Context: an optimization exercise on an open-source flow, tuned for a short achievable clock period and few clock cycles. The choices shown serve that exercise and are no tape-out recipe. In this exercise RTL edits were held to simulation tests only and were not proved equivalent to the original. Power is estimated from default activity; no workload was simulated.

==> 01-06: inputs <==
// cpu
module cpu
(
    input logic         clk,
    input logic         rst,
    output logic [31:0] imem_addr,
    output logic [3:0]  imem_rmask,
    input logic [31:0]  imem_rdata,
    input logic         imem_resp,
    output logic [31:0] dmem_addr,
    output logic [3:0]  dmem_rmask,
    output logic [3:0]  dmem_wmask,
    input logic [31:0]  dmem_rdata,
    output logic [31:0] dmem_wdata,
    input logic         dmem_resp
);
  localparam logic [31:0] RESET_PC = 32'haaaa_a000;
  logic        global_stall;
  logic        redir;
  logic [31:0] redir_tgt;
  logic [31:0] fpc;
  logic        can_issue, ibusy, ikill;
  logic [31:0] opc, opnpc;
  logic        optk;
  logic [31:0] q_inst [4];
  logic [31:0] q_pc   [4];
  logic [31:0] q_pnpc [4];
  logic        q_ptk  [4];
  logic [1:0]  q_rptr, q_wptr;
  logic [2:0]  q_cnt;
  logic        dv, d_redone;
  logic [31:0] d_inst, d_pc, d_pnpc;
  ...
==> flow/config.mk <==
export PLATFORM = sky130hd
export DESIGN_NAME = cpu
export DESIGN_NICKNAME = cpu
export VERILOG_FILES = /design/flow/design.v
export SDC_FILE = /design/flow/constraint.sdc
export NUM_CORES = 4
export LEC_CHECK = 0
export ABC_CLOCK_PERIOD_IN_PS = 3000
export CAP_MARGIN = 20
export CORE_MARGIN = 2
export CORE_UTILIZATION = 40
export SLEW_MARGIN = 20
==> flow/constraint.sdc <==
create_clock -name core_clock -period 13.0 [get_ports {clk}]
set_input_delay 2.6000 -clock core_clock [delete_from_list [all_inputs] [get_ports {clk}]]
set_output_delay 2.6000 -clock core_clock [all_outputs]
set_load 0.01 [all_outputs]
standard.sh (not shown) runs the stock make flow with config.mk's settings and CLKGATE_MAP_FILE= SYNTH_SCRIPT=/design/flow/synth_recipe.tcl, a recipe that flattens the netlist after the stock synthesis.
==> flow/flow/run.sh <==
#!/bin/bash
# The standard layout (standard synthesis, floorplan, placement, CTS, routing), with
#  - the timing repair steps asked to leave extra setup slack, so that the layout runs faster
#    than the clock period requires;
#  - port buffers of a plain buffer cell (buf_4) rather than the delay cell buffer_ports picks.
# The SDC (clock period, I/O delays, loads) is the design's, unchanged.
set -euo pipefail
export SETUP_SLACK_MARGIN=${REPAIR_MARGIN:-9.0}
export TNS_END_PERCENT=100
export BUFFER_PORTS_ARGS="-buffer_cell sky130_fd_sc_hd__buf_4"
bash standard.sh > standard_flow.log 2>&1
==> 06-17: changes against 01-06 <==
--- a/flow/design.v
+++ b/flow/design.v
@@ -1,5 +1,37 @@
+module add32
+(
+  input  logic [31:0] a,
+  input  logic [31:0] b,
+  input  logic        cin,
+  output logic [31:0] s,
+  output logic        cout
+);
+  logic [31:0] g [6];
+  logic [31:0] p [6];
+  logic [32:0] c;
+  assign g[0] = a & b;
+  assign p[0] = a ^ b;
+  genvar l, i;
+  generate
+    for (l = 1; l < 6; l++) begin : lvl
+      for (i = 0; i < 32; i++) begin : bit_
+        if (i >= (1 << (l - 1))) begin : op
+          assign g[l][i] = g[l-1][i] | (p[l-1][i] & g[l-1][i - (1 << (l - 1))]);
+          assign p[l][i] = p[l-1][i] & p[l-1][i - (1 << (l - 1))];
+        end else begin : pass
+          assign g[l][i] = g[l-1][i];
+          assign p[l][i] = p[l-1][i];
+        end
+      end
+    end
+  endgenerate
+  assign c[0]    = cin;
+  assign c[32:1] = g[5] | (p[5] & {32{cin}});
+  assign s       = p[0] ^ c[31:0];
+  assign cout    = c[32];
+endmodule
 module cpu
 (
     input logic         clk,
     input logic         rst,
     output logic [31:0] imem_addr,
@@ -19,26 +51,26 @@
   logic [31:0] redir_tgt;
   logic [31:0] fpc;
   logic        can_issue, ibusy, ikill;
   logic [31:0] opc, opnpc;
   logic        optk;
-  logic [31:0] q_inst [4];
-  logic [31:0] q_pc   [4];
-  logic [31:0] q_pnpc [4];
-  logic        q_ptk  [4];
-  logic [1:0]  q_rptr, q_wptr;
-  logic [2:0]  q_cnt;
+  logic [31:0] q_inst [8];
+  logic [31:0] q_pc   [8];
+  logic [31:0] q_pnpc [8];
+  logic        q_ptk  [8];
+  logic [2:0]  q_rptr, q_wptr;
+  logic [3:0]  q_cnt;
   logic        dv, d_redone;
   logic [31:0] d_inst, d_pc, d_pnpc;
   logic        d_ptk;
   logic        ras_v;
   logic [31:0] ras;
-  localparam int NB = 16;
-  localparam int BI = 4;
+  localparam int NB = 32;
+  localparam int BI = 5;
   logic        btb_v   [NB];
   logic [7:0]  btb_tag [NB];
-  logic [29:0] btb_tgt [NB];
+  logic [13:0] btb_tgt [NB];    
   logic [1:0]  btb_ctr [NB];
   logic [31:0] rf [32];
   logic [31:0] rf_v;       
   logic        e_valid;
   logic [31:0] e_pc, e_a, e_b, e_sd, e_pre, e_tgt, e_pc4, e_pnpc;
@@ -50,11 +82,16 @@
   logic [4:0]  e_rd;
   logic        e_ptk;
   logic        m_valid, m_redone, m_upd;
   logic [31:0] m_res, m_addr, m_pnpc, m_pc, m_tgt, m_wdata;
   logic [3:0]  m_rmask, m_wmask;
-  logic        m_load, m_wr, m_jalr, m_taken, m_isbr, m_mis, m_ret;
+  logic        m_load, m_wr, m_jalr, m_isbr, m_mis_nb, m_ret, m_uncond, m_tok, m_ptk;
+  logic        m_eq, m_lt, m_ltu;
+  logic [2:0]  m_bf3;
+  logic        m_taken;
+  logic        m_uhit;      
+  logic [1:0]  m_uctr;      
   logic [31:0] m_pc4;
   logic [2:0]  m_f3;
   logic [4:0]  m_rd;
   logic        w_valid, w_load, w_wr;
   logic [31:0] w_res;
@@ -63,11 +100,12 @@
   logic [4:0]  w_rd;
   logic        x_valid, x_wr;
   logic [31:0] x_res;
   logic [4:0]  x_rd;
   logic        dbusy;
-  assign imem_addr  = fpc;
+  logic [31:0] fpc_o;
+  assign imem_addr  = fpc_o;
   assign imem_rmask = can_issue ? 4'hf : 4'h0;
   logic        ifree, iacc, ipush;
   assign ifree = ~ibusy | imem_resp;
   assign iacc  = can_issue & ifree;
   assign ipush = imem_resp & ibusy & ~ikill;
@@ -76,11 +114,11 @@
   logic [31:0] fpc4, pnpc;
   assign bidx = fpc[BI+1:2];
   assign bhit = btb_v[bidx] & (btb_tag[bidx] == fpc[BI+9:BI+2]);
   assign bptk = bhit & btb_ctr[bidx][1];
   assign fpc4 = fpc + 32'd4;
-  assign pnpc = bptk ? {btb_tgt[bidx], 2'b00} : fpc4;
+  assign pnpc = bptk ? {fpc[31:16], btb_tgt[bidx], 2'b00} : fpc4;
   logic [6:0] op;
   logic [2:0] f3;
   logic [4:0] rs1, rs2, rd;
   assign op  = d_inst[6:0];
   assign f3  = d_inst[14:12];
@@ -90,19 +128,23 @@
   logic        d_fire, d_stall, dpred, dredir, flush;
   logic [31:0] dtgt, d_tgt, d_pc4;
   logic        qpush, qpop, d_take, d_from_q, d_from_in;
   logic        ibusy_n;
   assign ibusy_n = iacc | (ibusy & ~imem_resp);
+  logic [3:0]  q_cnt_inc, q_cnt_dec;
+  assign q_cnt_inc = q_cnt + 4'd1;
+  assign q_cnt_dec = q_cnt - 4'd1;
   assign flush   = redir | dredir;
   assign d_take  = ~dv | d_fire;
-  assign d_from_q  = d_take & (q_cnt != 3'd0);
-  assign d_from_in = d_take & (q_cnt == 3'd0) & ipush;
+  assign d_from_q  = d_take & (q_cnt != 4'd0);
+  assign d_from_in = d_take & (q_cnt == 4'd0) & ipush;
   assign qpop  = d_from_q;
   assign qpush = ipush & ~d_from_in;
   always_ff @(posedge clk) begin
     if (rst) begin
       fpc       <= RESET_PC;
+      fpc_o     <= RESET_PC;
       can_issue <= 1'b1;
       ibusy     <= 1'b0;
       ikill     <= 1'b0;
       q_rptr    <= '0;
       q_wptr    <= '0;
@@ -110,23 +152,28 @@
       dv        <= 1'b0;
       d_redone  <= 1'b0;
       ras_v     <= 1'b0;
     end else begin
       ibusy     <= ibusy_n;
-      can_issue <= flush | (({1'b0, q_cnt} + {3'b0, dv} + {3'b0, ipush} + {3'b0, ibusy_n}) <= 4'd4);
+      can_issue <= flush | (({1'b0, q_cnt} + {4'b0, dv} + {4'b0, ipush} + {4'b0, ibusy_n}) <= 5'd8);
       if (flush)                 ikill <= ibusy_n;
       else if (iacc | imem_resp) ikill <= 1'b0;
       if (redir)       fpc <= redir_tgt;
       else if (dredir) fpc <= dtgt;
       else if (iacc)   fpc <= pnpc;
+      if (redir)       fpc_o <= redir_tgt;
+      else if (dredir) fpc_o <= dtgt;
+      else if (iacc)   fpc_o <= pnpc;
+      else             fpc_o <= fpc;
       if (flush) begin
         q_cnt  <= '0;
         q_rptr <= q_wptr;
       end else begin
-        q_cnt <= q_cnt + {2'b0, qpush} - {2'b0, qpop};
-        if (qpush) q_wptr <= q_wptr + 2'd1;
-        if (qpop)  q_rptr <= q_rptr + 2'd1;
+        if (qpush & ~qpop)      q_cnt <= q_cnt_inc;
+        else if (qpop & ~qpush) q_cnt <= q_cnt_dec;
+        if (qpush) q_wptr <= q_wptr + 3'd1;
+        if (qpop)  q_rptr <= q_rptr + 3'd1;
       end
       if (redir)                  dv <= 1'b0;
       else if (dredir)            dv <= ~d_fire;
       else if (d_take)            dv <= d_from_q | d_from_in;
       if (redir | d_take)         d_redone <= 1'b0;
@@ -141,11 +188,11 @@
     if (iacc) begin
       opc   <= fpc;
       opnpc <= pnpc;
       optk  <= bptk;
     end
-    if (q_cnt != 3'd4) begin
+    if (q_cnt != 4'd8) begin
       q_inst[q_wptr] <= imem_rdata;
       q_pc[q_wptr]   <= opc;
       q_pnpc[q_wptr] <= opnpc;
       q_ptk[q_wptr]  <= optk;
     end
@@ -265,40 +312,28 @@
               ({32{e_fb_r}} & e_b);
   assign fs = ({32{e_fs_m}} & m_res) | ({32{e_fs_w}} & w_res) | ({32{e_fs_x}} & x_res) |
               ({32{e_fs_r}} & e_sd);
   logic [31:0] sum, dif, shl, shr, res;
   logic        lt, ltu, eq;
-  assign sum = fa + fb;
-  assign dif = fa - fb;
+  logic        sum_co, dif_co;
+  add32 add_i (.a(fa), .b(fb),  .cin(1'b0), .s(sum), .cout(sum_co));
+  add32 sub_i (.a(fa), .b(~fb), .cin(1'b1), .s(dif), .cout(dif_co));
   assign shl = fa << fb[4:0];
   assign shr = 32'(signed'({e_sra & fa[31], fa}) >>> fb[4:0]);
-  assign lt  = signed'(fa) < signed'(fb);
-  assign ltu = fa < fb;
+  assign ltu = ~dif_co;
+  assign lt  = (fa[31] ^ fb[31]) ? fa[31] : ltu;
   assign eq  = fa == fb;
   assign res = ({32{e_add}} & sum) | ({32{e_sub}} & dif) | ({32{e_sll}} & shl) |
                ({32{e_srl | e_sra}} & shr) | ({32{e_xor}} & (fa ^ fb)) |
                ({32{e_or}} & (fa | fb)) | ({32{e_and}} & (fa & fb)) |
                {31'b0, (e_slt & lt) | (e_sltu & ltu)} | ({32{e_pres}} & e_pre);
-  logic taken;
-  always_comb begin
-    case (e_f3)
-      3'b000:  taken = eq;
-      3'b001:  taken = ~eq;
-      3'b100:  taken = lt;
-      3'b101:  taken = ~lt;
-      3'b110:  taken = ltu;
-      default: taken = ~ltu;
-    endcase
-  end
-  logic e_mis, e_tok;
+  logic [BI-1:0] eidx;
+  logic          e_uhit;
+  assign eidx   = e_pc[BI+1:2];
+  assign e_uhit = btb_v[eidx] & (btb_tag[eidx] == e_pc[BI+9:BI+2]);
+  logic e_tok;
   assign e_tok = e_ptk & (e_pnpc == e_tgt);
-  always_comb begin
-    if (e_br)        e_mis = taken ? ~e_tok : e_ptk;
-    else if (e_jal)  e_mis = ~e_tok;
-    else if (e_jalr) e_mis = 1'b0;
-    else             e_mis = e_ptk;
-  end
   logic [3:0] rmask_e, wmask_e;
   logic [31:0] wdata_e;
   always_comb begin
     case (e_f3[1:0])
       2'b00:   rmask_e = 4'b0001 << sum[1:0];
@@ -317,33 +352,43 @@
   always_ff @(posedge clk) begin
     if (rst) begin
       m_valid  <= 1'b0;
       m_rmask  <= 4'b0;
       m_wmask  <= 4'b0;
+      m_addr   <= 32'b0;
+      m_wdata  <= 32'b0;
       m_redone <= 1'b0;
       m_upd    <= 1'b0;
     end else begin
       if (!global_stall) begin
         m_valid <= e_go;
         m_rmask <= (e_go & e_load) ? rmask_e : 4'b0;
         m_wmask <= (e_go & e_store) ? wmask_e : 4'b0;
+        m_addr  <= sum;
+        m_wdata <= wdata_e;
       end
       m_upd    <= ~global_stall & e_go & (e_br | e_jal | e_jalr);
       m_redone <= global_stall & (redir | m_redone);
     end
   end
   always_ff @(posedge clk) begin
     if (!global_stall) begin
       m_res   <= res;
-      m_addr  <= sum;
-      m_wdata <= wdata_e;
       m_pnpc  <= e_pnpc;
       m_pc    <= e_pc;
       m_tgt   <= e_jalr ? {sum[31:1], 1'b0} : e_tgt;
-      m_taken <= e_jal | e_jalr | (e_br & taken);
+      m_uncond <= e_jal | e_jalr;
+      m_uhit  <= e_uhit;
+      m_uctr  <= btb_ctr[eidx];
+      m_eq    <= eq;
+      m_lt    <= lt;
+      m_ltu   <= ltu;
+      m_bf3   <= e_f3;
+      m_tok   <= e_tok;
+      m_ptk   <= e_ptk;
       m_isbr  <= e_br;
-      m_mis   <= e_mis;
+      m_mis_nb <= e_jal ? ~e_tok : (~e_br & ~e_jalr & e_ptk);
       m_pc4   <= e_pc4;
       m_ret   <= e_ret;
       m_load  <= e_load;
       m_wr    <= e_wr;
       m_jalr  <= e_jalr;
@@ -363,43 +408,49 @@
   assign global_stall = stall_m | stall_w;
   always_ff @(posedge clk) begin
     if (rst) dbusy <= 1'b0;
     else     dbusy <= (m_req & dfree) | (dbusy & ~dmem_resp);
   end
+  logic m_brt, m_mis;
+  always_comb begin
+    case (m_bf3)
+      3'b000:  m_brt = m_eq;
+      3'b001:  m_brt = ~m_eq;
+      3'b100:  m_brt = m_lt;
+      3'b101:  m_brt = ~m_lt;
+      3'b110:  m_brt = m_ltu;
+      default: m_brt = ~m_ltu;
+    endcase
+  end
+  assign m_taken = m_uncond | (m_isbr & m_brt);
+  assign m_mis   = m_mis_nb | (m_isbr & (m_brt ? ~m_tok : m_ptk));
   assign redir     = m_valid & ~m_redone & (m_mis | (m_jalr & (m_tgt[31:1] != m_pnpc[31:1])));
   assign redir_tgt = m_taken ? m_tgt : m_pc4;
   logic [BI-1:0] uidx;
   logic [7:0]    utag;
-  logic          uhit;
+  logic [1:0]    uctr_n;
+  logic          uwrite;
   assign uidx = m_pc[BI+1:2];
   assign utag = m_pc[BI+9:BI+2];
-  assign uhit = btb_v[uidx] & (btb_tag[uidx] == utag);
+  always_comb begin
+    if (!m_isbr)      uctr_n = 2'b11;
+    else if (!m_uhit) uctr_n = 2'b10;
+    else if (m_taken) uctr_n = (m_uctr == 2'b11) ? 2'b11 : m_uctr + 2'b01;
+    else              uctr_n = (m_uctr == 2'b00) ? 2'b00 : m_uctr - 2'b01;
+  end
+  assign uwrite = m_upd & ~m_ret & (~m_isbr | m_uhit | m_taken);
   always_ff @(posedge clk) begin
     if (rst) begin
       for (int i = 0; i < NB; i++) begin
         btb_v[i]   <= 1'b0;
         btb_ctr[i] <= 2'b0;
       end
-    end else if (m_upd & ~m_ret) begin
-      if (!m_isbr) begin
-        btb_v[uidx]   <= 1'b1;
-        btb_tag[uidx] <= utag;
-        btb_tgt[uidx] <= m_tgt[31:2];
-        btb_ctr[uidx] <= 2'b11;
-      end else if (uhit) begin
-        if (m_taken) begin
-          btb_tgt[uidx] <= m_tgt[31:2];
-          if (btb_ctr[uidx] != 2'b11) btb_ctr[uidx] <= btb_ctr[uidx] + 2'b01;
-        end else begin
-          if (btb_ctr[uidx] != 2'b00) btb_ctr[uidx] <= btb_ctr[uidx] - 2'b01;
-        end
-      end else if (m_taken) begin
-        btb_v[uidx]   <= 1'b1;
-        btb_tag[uidx] <= utag;
-        btb_tgt[uidx] <= m_tgt[31:2];
-        btb_ctr[uidx] <= 2'b10;
-      end
+    end else if (uwrite) begin
+      btb_v[uidx]   <= 1'b1;
+      btb_tag[uidx] <= utag;
+      btb_ctr[uidx] <= uctr_n;
+      if (m_taken) btb_tgt[uidx] <= m_tgt[15:2];
     end
   end
   always_ff @(posedge clk) begin
     if (rst) begin
       w_valid <= 1'b0;
==> flow/flow/run.sh (replaced) <==
#!/bin/bash
# The standard layout (standard synthesis, floorplan, placement, CTS, routing), with
#  - the timing repair steps asked to leave extra setup slack, so that the layout runs faster
#    than the clock period requires;
#  - port buffers of a plain buffer cell (buf_4) rather than the delay cell buffer_ports picks.
# The SDC (clock period, I/O delays, loads) is the design's, unchanged.
set -euo pipefail
export SETUP_SLACK_MARGIN=${REPAIR_MARGIN:-9.5}
export TNS_END_PERCENT=100
export BUFFER_PORTS_ARGS="-buffer_cell sky130_fd_sc_hd__buf_4"
bash standard.sh > standard_flow.log 2>&1
==> 08-18: changes against 01-06 <==
--- a/flow/design.v
+++ b/flow/design.v
@@ -37,15 +37,13 @@
   logic        btb_v   [NB];
   logic [7:0]  btb_tag [NB];
   logic [29:0] btb_tgt [NB];
   logic [1:0]  btb_ctr [NB];
   logic [31:0] rf [32];
-  logic [31:0] rf_v;       
   logic        e_valid;
   logic [31:0] e_pc, e_a, e_b, e_sd, e_pre, e_tgt, e_pc4, e_pnpc;
   logic        e_fa_m, e_fa_w, e_fa_x, e_fb_m, e_fb_w, e_fb_x, e_fs_m, e_fs_w, e_fs_x;
-  logic        e_fa_r, e_fb_r, e_fs_r;
   logic        e_add, e_sub, e_sll, e_srl, e_sra, e_slt, e_sltu, e_xor, e_or, e_and, e_pres;
   logic        e_br, e_jal, e_jalr, e_ret, e_load, e_store, e_wr;
   logic [2:0]  e_f3;
   logic [4:0]  e_rd;
   logic        e_ptk;
@@ -184,33 +182,27 @@
   assign imm_j = {{11{d_inst[31]}}, d_inst[31], d_inst[19:12], d_inst[20], d_inst[30:21], 1'b0};
   logic [31:0] d_imm, d_pre;
   logic        is_ret;
   assign is_ret = is_jalr & (rd == 5'd0) & (d_inst[31:20] == 12'd0);
   assign d_imm = is_store ? imm_s : imm_i;
-  assign d_tgt = d_pc + (d_inst[3] ? imm_j : imm_b);
+  assign d_tgt = d_pc + (is_auipc ? imm_u : is_jal ? imm_j : imm_b);
   assign d_pc4 = d_pc + 32'd4;
-  assign d_pre = is_lui ? imm_u : is_auipc ? {d_pc[31:12] + d_inst[31:12], d_pc[11:0]} : d_pc4;
+  assign d_pre = is_lui ? imm_u : is_auipc ? d_tgt : d_pc4;
   logic [31:0] rv1, rv2;
-  assign rv1 = (x_valid & x_wr & (x_rd == rs1)) ? x_res : (rf[rs1] & {32{rf_v[rs1]}});
-  assign rv2 = (x_valid & x_wr & (x_rd == rs2)) ? x_res : (rf[rs2] & {32{rf_v[rs2]}});
+  assign rv1 = (x_valid & x_wr & (x_rd == rs1)) ? x_res : rf[rs1];
+  assign rv2 = (x_valid & x_wr & (x_rd == rs2)) ? x_res : rf[rs2];
   logic s1m, s1w, s1x, s2m, s2w, s2x;
   assign s1m = use1 & e_valid & e_wr & (e_rd == rs1);
   assign s1w = use1 & ~s1m & m_valid & m_wr & (m_rd == rs1);
   assign s1x = use1 & ~s1m & ~s1w & w_valid & w_wr & (w_rd == rs1);
   assign s2m = use2 & e_valid & e_wr & (e_rd == rs2);
   assign s2w = use2 & ~s2m & m_valid & m_wr & (m_rd == rs2);
   assign s2x = use2 & ~s2m & ~s2w & w_valid & w_wr & (w_rd == rs2);
   assign d_stall = (e_valid & e_load & e_wr & ((use1 & (e_rd == rs1)) | (use2 & (e_rd == rs2)))) |
                    (m_valid & m_load & m_wr & ((use1 & (m_rd == rs1)) | (use2 & (m_rd == rs2))));
   assign d_fire = dv & ~d_stall & ~global_stall & ~redir;
-  logic br_guess;
-  always_comb begin
-    if (d_inst[31])       br_guess = 1'b1;
-    else if (rs1 == rs2)  br_guess = (f3 == 3'b000) | (f3 == 3'b101) | (f3 == 3'b111);
-    else                  br_guess = 1'b0;
-  end
-  assign dpred  = dv & ~d_ptk & (is_jal | (is_br & br_guess) | (is_ret & ras_v));
+  assign dpred  = dv & ~d_ptk & (is_jal | (is_br & d_inst[31]) | (is_ret & ras_v));
   assign dredir = dpred & ~d_redone & ~redir;
   assign dtgt   = is_ret ? ras : d_tgt;
   always_ff @(posedge clk) begin
     if (rst) begin
       e_valid  <= 1'b0;
@@ -230,13 +222,10 @@
       e_pc4  <= d_pc4;
       e_pnpc <= dpred ? dtgt : d_pnpc;
       e_fa_m <= s1m; e_fa_w <= s1w; e_fa_x <= s1x;
       e_fb_m <= s2m & alu_rr; e_fb_w <= s2w & alu_rr; e_fb_x <= s2x & alu_rr;
       e_fs_m <= s2m; e_fs_w <= s2w; e_fs_x <= s2x;
-      e_fa_r <= ~(s1m | s1w | s1x);
-      e_fb_r <= ~((s2m | s2w | s2x) & alu_rr);
-      e_fs_r <= ~(s2m | s2w | s2x);
       e_add  <= ((is_opimm | is_op) & (f3 == 3'd0) & ~(is_op & d_inst[30])) | is_load | is_store;
       e_sub  <= is_op & (f3 == 3'd0) & d_inst[30];
       e_sll  <= (is_opimm | is_op) & (f3 == 3'd1);
       e_slt  <= (is_opimm | is_op) & (f3 == 3'd2);
       e_sltu <= (is_opimm | is_op) & (f3 == 3'd3);
@@ -258,15 +247,15 @@
       e_ptk  <= d_ptk | dpred;
     end
   end
   logic [31:0] fa, fb, fs;
   assign fa = ({32{e_fa_m}} & m_res) | ({32{e_fa_w}} & w_res) | ({32{e_fa_x}} & x_res) |
-              ({32{e_fa_r}} & e_a);
+              ({32{~(e_fa_m | e_fa_w | e_fa_x)}} & e_a);
   assign fb = ({32{e_fb_m}} & m_res) | ({32{e_fb_w}} & w_res) | ({32{e_fb_x}} & x_res) |
-              ({32{e_fb_r}} & e_b);
+              ({32{~(e_fb_m | e_fb_w | e_fb_x)}} & e_b);
   assign fs = ({32{e_fs_m}} & m_res) | ({32{e_fs_w}} & w_res) | ({32{e_fs_x}} & x_res) |
-              ({32{e_fs_r}} & e_sd);
+              ({32{~(e_fs_m | e_fs_w | e_fs_x)}} & e_sd);
   logic [31:0] sum, dif, shl, shr, res;
   logic        lt, ltu, eq;
   assign sum = fa + fb;
   assign dif = fa - fb;
   assign shl = fa << fb[4:0];
@@ -442,14 +431,11 @@
       x_rd  <= w_rd;
     end
   end
   always_ff @(posedge clk) begin
     if (rst) begin
-      rf_v <= 32'b0;
+      for (int i = 0; i < 32; i++) rf[i] <= 32'b0;
     end else if (x_valid & x_wr) begin
-      rf_v[x_rd] <= 1'b1;
+      rf[x_rd] <= x_res;
     end
   end
-  always_ff @(posedge clk) begin
-    if (x_valid & x_wr) rf[x_rd] <= x_res;
-  end
 endmodule
==> flow/flow/run.sh (replaced) <==
#!/bin/bash
# The standard layout (standard synthesis, floorplan, placement, CTS, routing), with the
# timing repair steps asked to leave extra setup slack so that the layout runs faster than the
# clock period requires. The SDC (clock period, I/O delays, loads) is the design's, unchanged.
set -euo pipefail
export SETUP_SLACK_MARGIN=${REPAIR_MARGIN:-8.5}
export TNS_END_PERCENT=100
bash standard.sh > standard_flow.log 2>&1
==> reports/qor.txt <==
Post-synthesis compound-gate area fraction: 6.17%
Final #Nets: 9036
Worst path max stage delay: 0.35 ns
Routed vias/inst: 6.23
Slew Limit Fails: 0
Core Box Area: 340000 um^2
Comb pwr share: 40.9%
Clk Latency, worst-skew pair: 0.94 ns
Synth Area in XOR/XNOR: 1.72%
Mapped Area: 137000 um^2
Slew HR: 15.1%
First-pass GRT wire length: 643000 um
Largest regs: rf: 1024 flops, btb_tgt: 480 flops
Post-synthesis mux area share: 20.1%
Status: finished clean
# the run above: 01-06

==> reports/qor.txt <==
Largest regs: rf: 1024 flops, btb_tgt: 480 flops
Comb. pwr: 17400 uW
Slew Limit Fails: 0
Worst path max stage delay: 0.54 ns
Comb pwr share: 42.1%
Routed vias/inst: 6.14
Status: finished clean
Slew HR: 23.7%
Final #Nets: 9732
Core Box Area: 353000 um^2
H-tree lvl count: 5
Post-synthesis compound-gate area fraction: 5.75%
Initial Util: 40.2%
Hold Path Class: register to register
Post-synthesis mux area share: 18.7%
Hold Path Depth: 0
Sequential cell area share: 52.8%
# the run above: 08-18

==> reports/qor.txt <==
Comb pwr share: 43.5%
Post-synthesis compound-gate area fraction: 5.99%
Status: failed layout checks
Layout violations: max-capacitance violations, max-slew violations
Slew HR: -12.5%
Worst path max stage delay: 0.44 ns
Max cap viols: 1
First-pass GRT wire length: 774000 um
Largest regs: rf: 1024 flops, btb_tgt: 448 flops
Synth Area in XOR/XNOR: 1.52%
Routed vias/inst: 6.31
Clk Latency, worst-skew pair: 1.00 ns
Slew Limit Fails: 12
Final #Nets: 10900
# the run above: 06-17

Testbench counts of 01-06, summed over its fixed seeds: cycles 63,724.
Testbench counts of 06-17, summed over its fixed seeds: cycles 62,198.
Testbench counts of 08-18, summed over its fixed seeds: cycles 63,886.

-- separate check: timing with driven ports --
How much do the figures lean on ideal ports? The routed layouts below were timed once more, with nothing changed but the port constraints. Step 1 assumes that a clkbuf_16 drives the clock port and a buf_2 every other input. Step 2 times the ports against the registers' clock, not the clock port: input delays grow and output delays shrink by t, the midpoint of the rising clock arrivals with the driver on. a / b / c = no drivers / after step 1 / after step 2; a / b = the first two.
run | shift t [ns] | setup slack, ns | slew at the worst register clock pin (ns)
01-06 | 1.000 | 8.713 / 8.681 / 7.740 | 0.08 / 0.08
06-17 | 1.053 | 8.789 / 8.679 / 8.073 | 0.07 / 0.07
08-18 | 1.010 | 8.423 / 8.423 / 7.615 | 0.07 / 0.07
For 01-06, which loses most, drivers alone change the setup slack by -0.032 ns; drivers and shift together by -0.973 ns.
